Background: an optimization exercise with open tools, aiming at small area. Do not read the settings as production practice. RTL that was checked went through simulation tests only; none was proved equivalent to the original. No activity file was given, so power comes from the tool's default toggle rates.

## run C
==> flow/design.v <==
`timescale 1ns / 1ps
module calc(
	input wire clk,
	input wire rst,
	input wire start_in, pause_in,
	input wire record_in, recall_mode_in,
	input wire display_mode,
	input wire[3:0] reg_address,
	output wire[3:0] anode,
	output wire[7:0] segment,
	output wire started_LED,
	output wire paused_LED,
	output wire write_LED,
	output wire mode_LED);
	reg[3:0] count;
	reg done;	 
	always @(posedge clk) begin
		if (rst) count <= 4'd0;
		else count <= count + 4'd1;
		done <= ~rst & (done | (count == 4'd15));
	end
	wire first = ~done & (count == 4'd0);	 
	wire tick4 = (count[1:0] == 2'd1);
	reg[1:0] m3;
	always @(posedge clk)
		if (rst) m3 <= 2'd0;
		else m3 <= {m3[0], ~m3[0] & ~m3[1]};
	wire tick6 = ~count[0] & m3[1];
	wire[3:0] btn = {recall_mode_in, record_in, pause_in, start_in};
	reg[3:0] pb;
	reg[2:0] dc0, dc1, dc2, dc3;
	wire[11:0] dc = {dc3, dc2, dc1, dc0};
	reg[11:0] dc_n;
	reg[3:0] pb_n;
	integer b;
	always @* begin
		dc_n = dc;
		pb_n = pb;
		for (b = 0; b < 4; b = b + 1)
			if (tick4) begin
				if (btn[b] == pb[b])
					dc_n[3*b +: 3] = 3'd0;
				else if (dc[3*b +: 3] == 3'd7) begin
					dc_n[3*b +: 3] = 3'd0;
					pb_n[b] = btn[b];
				end
				else
					dc_n[3*b +: 3] = dc[3*b +: 3] + 3'd1;
			end
	end
	always @(posedge clk)
		if (rst) begin
			pb <= 4'd0;
			{dc3, dc2, dc1, dc0} <= 12'd0;
		end
		else begin
			pb <= pb_n;
			{dc3, dc2, dc1, dc0} <= dc_n;
		end
	wire start_stop = pb[0], pause_resume = pb[1];
	wire record_recall = pb[2], recall_mode = pb[3];
	reg start_d, pause_d, record_d;
	reg started, paused;
	reg[3:0] rec_pos, dis_pos;
	wire start_rise  = start_stop & ~start_d;
	wire pause_rise  = pause_resume & ~pause_d;
	wire record_rise = record_recall & ~record_d;
	wire record_fall = ~record_recall & record_d;
	always @(posedge clk) begin
		start_d <= start_stop;
		pause_d <= pause_resume;
		if (rst) begin
			record_d <= 1'b0;
			started <= 1'b0;
			paused <= 1'b0;
			rec_pos <= 4'd0;
			dis_pos <= 4'd0;
		end
		else begin
			record_d <= record_recall;
			if (start_rise) started <= ~started;
			if (pause_rise) paused <= ~paused;
			if (record_fall) begin
				if (started) begin
					rec_pos <= rec_pos + 4'd1;
					dis_pos <= dis_pos + 4'd1;
				end
				else if (dis_pos == rec_pos)
					dis_pos <= 4'd0;
				else
					dis_pos <= dis_pos + 4'd1;
			end
		end
	end
	reg[6:0] hs;	 
	reg[5:0] sc;	 
	reg[6:0] mn;	 
	wire inc = started & ~paused & tick6;
	always @(posedge clk)
		if (~started & start_rise) begin
			hs <= 7'd0;
			sc <= 6'd0;
			mn <= 7'd0;
		end
		else if (inc) begin
			if (hs == 7'd99) begin
				hs <= 7'd0;
				if (sc == 6'd59) begin
					sc <= 6'd0;
					if (mn == 7'd99) mn <= 7'd0;
					else mn <= mn + 7'd1;
				end
				else sc <= sc + 6'd1;
			end
			else hs <= hs + 7'd1;
		end
	wire[19:0] timer = {mn, sc, hs};
	wire we = started & record_rise;
	reg pend;
	reg[3:0] pa;
	reg[1:0] pk;	 
	reg[319:0] ring;
	wire ins = pend & (pa == ~count);
	always @(posedge clk) begin
		if (rst) pend <= 1'b0;
		else if (we) pend <= 1'b1;
		else if (ins) pend <= 1'b0;
		if (we) begin
			pa <= rec_pos;
			pk <= {1'b0, inc};
		end
		else if (inc) pk <= pk + 2'd1;
	end
	wire hs_b = hs < {5'd0, pk};
	wire[6:0] hs_d = hs - {5'd0, pk};
	wire sc_b = hs_b & (sc == 6'd0);
	wire[6:0] pd_hs = hs_b ? hs_d + 7'd100 : hs_d;
	wire[5:0] pd_sc = hs_b ? ((sc == 6'd0) ? 6'd59 : sc - 6'd1) : sc;
	wire[6:0] pd_mn = sc_b ? ((mn == 7'd0) ? 7'd99 : mn - 7'd1) : mn;
	wire[19:0] pdata = {pd_mn, pd_sc, pd_hs};
	wire[19:0] ring_in = ins ? pdata : (done ? ring[319:300] : 20'd0);
	always @(posedge clk)
		ring <= {ring[299:0], ring_in};
	wire[3:0] raddr = recall_mode ? reg_address : dis_pos;
	wire[4:0] rsum = {1'b0, raddr} + {1'b0, count};
	wire cleared = done | rsum[4];
	wire bypass = pend & (pa == raddr);
	wire[15:0] rsel = (cleared & ~bypass) ? (16'd1 << rsum[3:0]) : 16'd0;
	reg[19:0] rd;
	integer k;
	always @* begin
		rd = bypass ? pdata : 20'd0;
		for (k = 0; k < 16; k = k + 1)
			rd = rd | (ring[20*k +: 20] & {20{rsel[k]}});
	end
	reg[19:0] reg_out;
	always @(posedge clk)
		if (rst) reg_out <= 20'd0;
		else if (~started) reg_out <= rd;
	wire[19:0] result = started ? timer : reg_out;
	wire reg_exceed = recall_mode & (reg_address > rec_pos);
	wire[1:0] dj = count[3:2];
	reg[6:0] pair;
	always @*
		case ({display_mode, dj[1]})
			2'b00: pair = {1'b0, result[12:7]};	 
			2'b01: pair = result[19:13];		 
			2'b10: pair = result[6:0];		 
			default: pair = {1'b0, result[12:7]};	 
		endcase
	wire[3:0] tens = pair / 7'd10;
	wire[3:0] ones = pair % 7'd10;
	reg[3:0] errd;
	always @*
		case (dj)
			2'd0: errd = 4'hD;
			2'd1: errd = 4'hF;
			2'd2: errd = 4'hF;
			default: errd = 4'hE;
		endcase
	wire[3:0] code_n = reg_exceed ? errd : (dj[0] ? tens : ones);
	reg[3:0] code, code2;
	always @(posedge clk) begin
		if (rst) code <= 4'd0;
		else code <= code_n;
		code2 <= code;
	end
	reg[7:0] seg7;
	always @*
		case (code2)
			4'b0000: seg7 = 8'b11000000;
			4'b0001: seg7 = 8'b11111001;
			4'b0010: seg7 = 8'b10100100;
			4'b0011: seg7 = 8'b10110000;
			4'b0100: seg7 = 8'b10011001;
			4'b0101: seg7 = 8'b10010010;
			4'b0110: seg7 = 8'b10000010;
			4'b0111: seg7 = 8'b11111000;
			4'b1000: seg7 = 8'b10000000;
			4'b1001: seg7 = 8'b10010000;
			4'b1010: seg7 = 8'b10001000;
			4'b1011: seg7 = 8'b10000011;
			4'b1100: seg7 = 8'b11000110;
			4'b1101: seg7 = 8'b01111111;
			4'b1110: seg7 = 8'b10000110;
			default: seg7 = 8'b10001101;
		endcase
	assign segment = first ? 8'hFF : seg7;
	wire[3:0] cprev = count - 4'd1;
	assign anode = first ? 4'b1111 : ~(4'b0001 << cprev[3:2]);
	assign started_LED = started;
	assign paused_LED = paused;
	assign write_LED = (started & record_recall) | start_stop;
	assign mode_LED = recall_mode;
endmodule
clock: 10.0 ns
lec_check: 0
cap_margin: 0
core_margin: 2
core_utilization: 70
cts_buf_list: sky130_fd_sc_hd__clkbuf_8
cts_cluster_diameter: 100
cts_cluster_size: 15
slew_margin: 0
standard.sh (not shown) runs the stock make flow with config.mk's settings and CLKGATE_MAP_FILE= SYNTH_SCRIPT=/design/flow/synth_recipe.tcl, a recipe that flattens the netlist after the stock synthesis.
==> flow/flow/run.sh <==
#!/bin/bash
# Standard ORFS layout, except that synthesis maps the logic with an
# area-oriented ABC script (flow/area.abc) and without the adder cell
# mapping. Registers, flattening and renaming are as in the standard flow's synthesis.
set -euo pipefail
HERE=$(pwd)
export MY_ABC_SCRIPT=$HERE/flow/area.abc
# smallest buffers on the ports; clock tree without dummy loads
export BUFFER_PORTS_ARGS="-buffer_cell sky130_fd_sc_hd__buf_1"
export CTS_ARGS="-sink_clustering_enable -repair_clock_nets -sink_clustering_size 15 -sink_clustering_max_diameter 100 -buf_list sky130_fd_sc_hd__clkbuf_8 -dont_use_dummy_load"
{ echo "source $HERE/flow/abc_hook.tcl"; cat synth_recipe.tcl; } > my_synth.tcl
bash standard.sh SYNTH_SCRIPT=$HERE/my_synth.tcl ADDER_MAP_FILE= finish > standard.log 2>&1
==> flow/flow/abc_hook.tcl <==
# Make every abc call use the script named by MY_ABC_SCRIPT.
proc abc {args} {
  set i [lsearch $args -script]
  if {$i >= 0} { lset args [expr {$i + 1}] $::env(MY_ABC_SCRIPT) }
  yosys abc {*}$args
}
==> flow/flow/area.abc <==
strash
 &get -n
 &dch -f
 &nf -R 1000 -p -F 16 -A 8 -C 32
 &put
For run A, these inputs were changed with respect to run C:
-- flow/design.v --
<<< run C, line 22
	wire first = ~done & (count == 4'd0);	 
	wire tick4 = (count[1:0] == 2'd1);
	reg[1:0] m3;
	always @(posedge clk)
		if (rst) m3 <= 2'd0;
		else m3 <= {m3[0], ~m3[0] & ~m3[1]};
	wire tick6 = ~count[0] & m3[1];
	wire[3:0] btn = {recall_mode_in, record_in, pause_in, start_in};
	reg[3:0] pb;
>>> run A, line 22
	wire first = ~done & (count == 4'd0);	 
	wire tick4 = (count[1:0] == 2'd1);
	reg[2:0] j6;
	always @(posedge clk)
		if (rst) j6 <= 3'b000;
		else j6 <= {j6[1:0], ~j6[2]};
	wire tick6 = j6[1] & ~j6[2];
	wire[3:0] btn = {recall_mode_in, record_in, pause_in, start_in};
	reg[3:0] pb;
## What came out
Between run C and run A, the difference in fraction of the mapped netlist area in adder cells is negligible.
Run A: setup slack higher than run C
Between run A and run C, the area fraction in compound gates after synthesis figures differ only marginally.
The proportion of cell area occupied by registers of run A and that of run C are within noise of each other.
On portion of the clock cycle consumed by the worst path in the final layout: between run C and run A, it ends up higher for run C.
On peak supply drop: between run C and run A, it ends up higher for run C.
The RTL of run A was laid out without a check of its function.

* * *

oak:
Another version of the RTL of calc (not shown whole).
Size: ~1,100 cells after synthesis, about 430 flip-flops, about 27 I/O pins, ~13,000 sq um of cells after synthesis.
## calc
module calc(
	input wire clk,
	input wire rst,
	input wire start_in, pause_in,
	input wire record_in, recall_mode_in,
	input wire display_mode,
	input wire[3:0] reg_address,
	output wire[3:0] anode,
	output wire[7:0] segment,
	output wire started_LED,
	output wire paused_LED,
	output wire write_LED,
	output wire mode_LED);
==> module calc, before the edit <==
module calc(
	input wire clk,
	input wire rst,
	input wire start_in, pause_in,
	input wire record_in, recall_mode_in,
	input wire display_mode,
	input wire[3:0] reg_address,
	output wire[3:0] anode,
	output wire[7:0] segment,
	output wire started_LED,
	output wire paused_LED,
	output wire write_LED,
	output wire mode_LED);
	reg[3:0] count;
	reg done;	 
	always @(posedge clk) begin
		if (rst) count <= 4'd0;
		else count <= count + 4'd1;
		done <= ~rst & (done | (count == 4'd15));
	end
	wire first = ~done & (count == 4'd0);	 
	wire tick4 = (count[1:0] == 2'd1);
	reg[2:0] j6;
	always @(posedge clk)
		if (rst) j6 <= 3'b000;
		else j6 <= {j6[1:0], ~j6[2]};
	wire tick6 = j6[1] & ~j6[2];
	wire[3:0] btn = {recall_mode_in, record_in, pause_in, start_in};
	reg[3:0] pb;
	reg[2:0] dc0, dc1, dc2, dc3;
	wire[11:0] dc = {dc3, dc2, dc1, dc0};
	reg[11:0] dc_n;
	reg[3:0] pb_n;
	integer b;
	always @* begin
		dc_n = dc;
		pb_n = pb;
		for (b = 0; b < 4; b = b + 1)
			if (tick4) begin
				if (btn[b] == pb[b])
					dc_n[3*b +: 3] = 3'd0;
				else if (dc[3*b +: 3] == 3'd7) begin
					dc_n[3*b +: 3] = 3'd0;
					pb_n[b] = btn[b];
				end
				else
					dc_n[3*b +: 3] = dc[3*b +: 3] + 3'd1;
			end
	end
	always @(posedge clk)
		if (rst) begin
			pb <= 4'd0;
			{dc3, dc2, dc1, dc0} <= 12'd0;
		end
		else begin
			pb <= pb_n;
			{dc3, dc2, dc1, dc0} <= dc_n;
		end
	wire start_stop = pb[0], pause_resume = pb[1];
	wire record_recall = pb[2], recall_mode = pb[3];
	reg start_d, pause_d, record_d;
	reg started, paused;
	reg[3:0] rec_pos, dis_pos;
	wire start_rise  = start_stop & ~start_d;
	wire pause_rise  = pause_resume & ~pause_d;
	wire record_rise = record_recall & ~record_d;
	wire record_fall = ~record_recall & record_d;
	always @(posedge clk) begin
		start_d <= start_stop;
		pause_d <= pause_resume;
		if (rst) begin
			record_d <= 1'b0;
			started <= 1'b0;
			paused <= 1'b0;
			rec_pos <= 4'd0;
			dis_pos <= 4'd0;
		end
		else begin
			record_d <= record_recall;
			if (start_rise) started <= ~started;
			if (pause_rise) paused <= ~paused;
			if (record_fall) begin
				if (started) begin
					rec_pos <= rec_pos + 4'd1;
					dis_pos <= dis_pos + 4'd1;
				end
				else if (dis_pos == rec_pos)
					dis_pos <= 4'd0;
				else
					dis_pos <= dis_pos + 4'd1;
			end
		end
	end
	reg[6:0] hs;	 
	reg[5:0] sc;	 
	reg[6:0] mn;	 
	wire inc = started & ~paused & tick6;
	always @(posedge clk)
		if (~started) begin
			hs <= 7'd0;
			sc <= 6'd0;
			mn <= 7'd0;
		end
		else if (inc) begin
			if (hs == 7'd99) begin
				hs <= 7'd0;
				if (sc == 6'd59) begin
					sc <= 6'd0;
					if (mn == 7'd99) mn <= 7'd0;
					else mn <= mn + 7'd1;
				end
				else sc <= sc + 6'd1;
			end
			else hs <= hs + 7'd1;
		end
	wire[19:0] timer = {mn, sc, hs};
	wire we = started & record_rise;
	reg pend;
	reg[3:0] pa;
	reg[19:0] pdata;
	reg[319:0] ring;
	wire ins = pend & (pa == ~count);
	always @(posedge clk) begin
		if (rst) pend <= 1'b0;
		else if (we) pend <= 1'b1;
		else if (ins) pend <= 1'b0;
		if (we) begin
			pa <= rec_pos;
			pdata <= timer;
		end
	end
	wire[19:0] ring_in = ins ? pdata : (done ? ring[319:300] : 20'd0);
	always @(posedge clk)
		ring <= {ring[299:0], ring_in};
	wire[3:0] raddr = recall_mode ? reg_address : dis_pos;
	wire[4:0] rsum = {1'b0, raddr} + {1'b0, count};
	wire cleared = done | rsum[4];
	wire bypass = pend & (pa == raddr);
	wire[15:0] rsel = (cleared & ~bypass) ? (16'd1 << rsum[3:0]) : 16'd0;
	reg[19:0] rd;
	integer k;
	always @* begin
		rd = bypass ? pdata : 20'd0;
		for (k = 0; k < 16; k = k + 1)
			rd = rd | (ring[20*k +: 20] & {20{rsel[k]}});
	end
	reg[19:0] reg_out;
	always @(posedge clk)
		if (rst) reg_out <= 20'd0;
		else if (~started) reg_out <= rd;
	wire[19:0] result = started ? timer : reg_out;
	wire reg_exceed = recall_mode & (reg_address > rec_pos);
	wire[1:0] dj = count[3:2];
	reg[6:0] pair;
	always @*
		case ({display_mode, dj[1]})
			2'b00: pair = {1'b0, result[12:7]};	 
			2'b01: pair = result[19:13];		 
			2'b10: pair = result[6:0];		 
			default: pair = {1'b0, result[12:7]};	 
		endcase
	wire[3:0] tens = pair / 7'd10;
	wire[3:0] ones = pair % 7'd10;
	reg[3:0] errd;
	always @*
		case (dj)
			2'd0: errd = 4'hD;
			2'd1: errd = 4'hF;
			2'd2: errd = 4'hF;
			default: errd = 4'hE;
		endcase
	wire[3:0] code_n = reg_exceed ? errd : (dj[0] ? tens : ones);
	reg[3:0] code, code2;
	always @(posedge clk) begin
		if (rst) code <= 4'd0;
		else code <= code_n;
		code2 <= code;
	end
	reg[7:0] seg7;
	always @*
		case (code2)
			4'b0000: seg7 = 8'b11000000;
			4'b0001: seg7 = 8'b11111001;
			4'b0010: seg7 = 8'b10100100;
			4'b0011: seg7 = 8'b10110000;
			4'b0100: seg7 = 8'b10011001;
			4'b0101: seg7 = 8'b10010010;
			4'b0110: seg7 = 8'b10000010;
			4'b0111: seg7 = 8'b11111000;
			4'b1000: seg7 = 8'b10000000;
			4'b1001: seg7 = 8'b10010000;
			4'b1010: seg7 = 8'b10001000;
			4'b1011: seg7 = 8'b10000011;
			4'b1100: seg7 = 8'b11000110;
			4'b1101: seg7 = 8'b01111111;
			4'b1110: seg7 = 8'b10000110;
			default: seg7 = 8'b10001101;
		endcase
	assign segment = first ? 8'hFF : seg7;
	wire[3:0] cprev = count - 4'd1;
	assign anode = first ? 4'b1111 : ~(4'b0001 << cprev[3:2]);
	assign started_LED = started;
	assign paused_LED = paused;
	assign write_LED = (started & record_recall) | start_stop;
	assign mode_LED = recall_mode;
endmodule
Settings: LEC_CHECK=0, CAP_MARGIN=0, CORE_MARGIN=2, CORE_UTILIZATION=70, CTS_BUF_LIST=sky130_fd_sc_hd__clkbuf_8, CTS_CLUSTER_DIAMETER=100, CTS_CLUSTER_SIZE=15, SLEW_MARGIN=0; clock period 10.0 ns.
Scripts as last shown in full above: flow/flow/run.sh, flow/flow/abc_hook.tcl, flow/flow/area.abc
### oak -> pine
--- a/flow/design.v
+++ b/flow/design.v
@@ -20,13 +20,13 @@
 		done <= ~rst & (done | (count == 4'd15));
 	end
 	wire first = ~done & (count == 4'd0);	 
 	wire tick4 = (count[1:0] == 2'd1);
-	reg[2:0] j6;
-	always @(posedge clk)
-		if (rst) j6 <= 3'b000;
-		else j6 <= {j6[1:0], ~j6[2]};
-	wire tick6 = j6[1] & ~j6[2];
+	reg[1:0] m3;
+	always @(posedge clk)
+		if (rst) m3 <= 2'd0;
+		else m3 <= {m3[0], ~m3[0] & ~m3[1]};
+	wire tick6 = ~count[0] & m3[1];
 	wire[3:0] btn = {recall_mode_in, record_in, pause_in, start_in};
 	reg[3:0] pb;
 	reg[2:0] dc0, dc1, dc2, dc3;
 	wire[11:0] dc = {dc3, dc2, dc1, dc0};
@@ -96,9 +96,9 @@
 	reg[5:0] sc;	 
 	reg[6:0] mn;	 
 	wire inc = started & ~paused & tick6;
 	always @(posedge clk)
-		if (~started) begin
+		if (~started & start_rise) begin
 			hs <= 7'd0;
 			sc <= 6'd0;
 			mn <= 7'd0;
 		end
@@ -116,28 +116,32 @@
 		end
 	wire[19:0] timer = {mn, sc, hs};
 	wire we = started & record_rise;
 	reg pend;
-	reg[3:0] pa;
-	reg[19:0] pdata;
+	reg[1:0] pk;	 
 	reg[319:0] ring;
-	wire ins = pend & (pa == ~count);
+	wire ins = pend & (rec_pos == ~count);
 	always @(posedge clk) begin
 		if (rst) pend <= 1'b0;
 		else if (we) pend <= 1'b1;
 		else if (ins) pend <= 1'b0;
-		if (we) begin
-			pa <= rec_pos;
-			pdata <= timer;
-		end
-	end
+		if (we) pk <= {1'b0, inc};
+		else if (inc) pk <= pk + 2'd1;
+	end
+	wire hs_b = hs < {5'd0, pk};
+	wire[6:0] hs_d = hs - {5'd0, pk};
+	wire sc_b = hs_b & (sc == 6'd0);
+	wire[6:0] pd_hs = hs_b ? hs_d + 7'd100 : hs_d;
+	wire[5:0] pd_sc = hs_b ? ((sc == 6'd0) ? 6'd59 : sc - 6'd1) : sc;
+	wire[6:0] pd_mn = sc_b ? ((mn == 7'd0) ? 7'd99 : mn - 7'd1) : mn;
+	wire[19:0] pdata = {pd_mn, pd_sc, pd_hs};
 	wire[19:0] ring_in = ins ? pdata : (done ? ring[319:300] : 20'd0);
 	always @(posedge clk)
 		ring <= {ring[299:0], ring_in};
 	wire[3:0] raddr = recall_mode ? reg_address : dis_pos;
 	wire[4:0] rsum = {1'b0, raddr} + {1'b0, count};
 	wire cleared = done | rsum[4];
-	wire bypass = pend & (pa == raddr);
+	wire bypass = pend & (rec_pos == raddr);
 	wire[15:0] rsel = (cleared & ~bypass) ? (16'd1 << rsum[3:0]) : 16'd0;
 	reg[19:0] rd;
 	integer k;
 	always @* begin
## What came out
- Higher final clock period utilization by the worst path among oak and pine: oak
- As far as met1 track demand over resource in global routing is concerned, oak and pine perform about the same.
- Summary — total number of H-tree levels, pine relative to oak: lower, by 1.
- Number of endpoints failing setup at the final stage: pine vs oak identical
- Register area in pine is 7.7% lower than in oak
- Higher first-pass GRT wire length was reported by oak, not pine.
- Between oak and pine, the flow reports sequential power decreasing by a few percent.

==> afterwards: timing with drivers on the ports <==
How much do the figures lean on ideal ports? The routed layouts below were timed once more, with nothing changed but the port constraints.
Step 1 sets driving cells, clkbuf_16 on the clock port and buf_2 on the other inputs (assumed; they add their load-dependent delay and slew).
Step 2, shift: input delay + t, output delay - t, t = (earliest + latest rising clock arrival at the registers) / 2. This alone moves slack from input paths to output paths.
Slacks: ideal ports / drivers / drivers and shift; pairs: ideal ports / drivers.
| run | t, ns | setup slack, ns | hold WS [ns] | worst setup path at the end |
|---|---|---|---|---|
| run C | 0.621 | 4.327 / 4.337 / 3.716 | 0.335 / 0.335 / 0.335 | input to register |
| run A | 0.631 | 4.795 / 4.790 / 4.158 | 0.338 / 0.338 / 0.338 | input to register |
| oak | 0.573 | 3.750 / 3.767 / 3.194 | 0.331 / 0.331 / 0.331 | input to register |
| pine | 0.632 | 4.278 / 4.270 / 3.638 | 0.316 / 0.316 / 0.316 | input to register |
After both steps every run listed still meets setup and hold. The setup slack of pine, which loses most, moves by -0.008 ns with the drivers and by -0.640 ns with both steps.
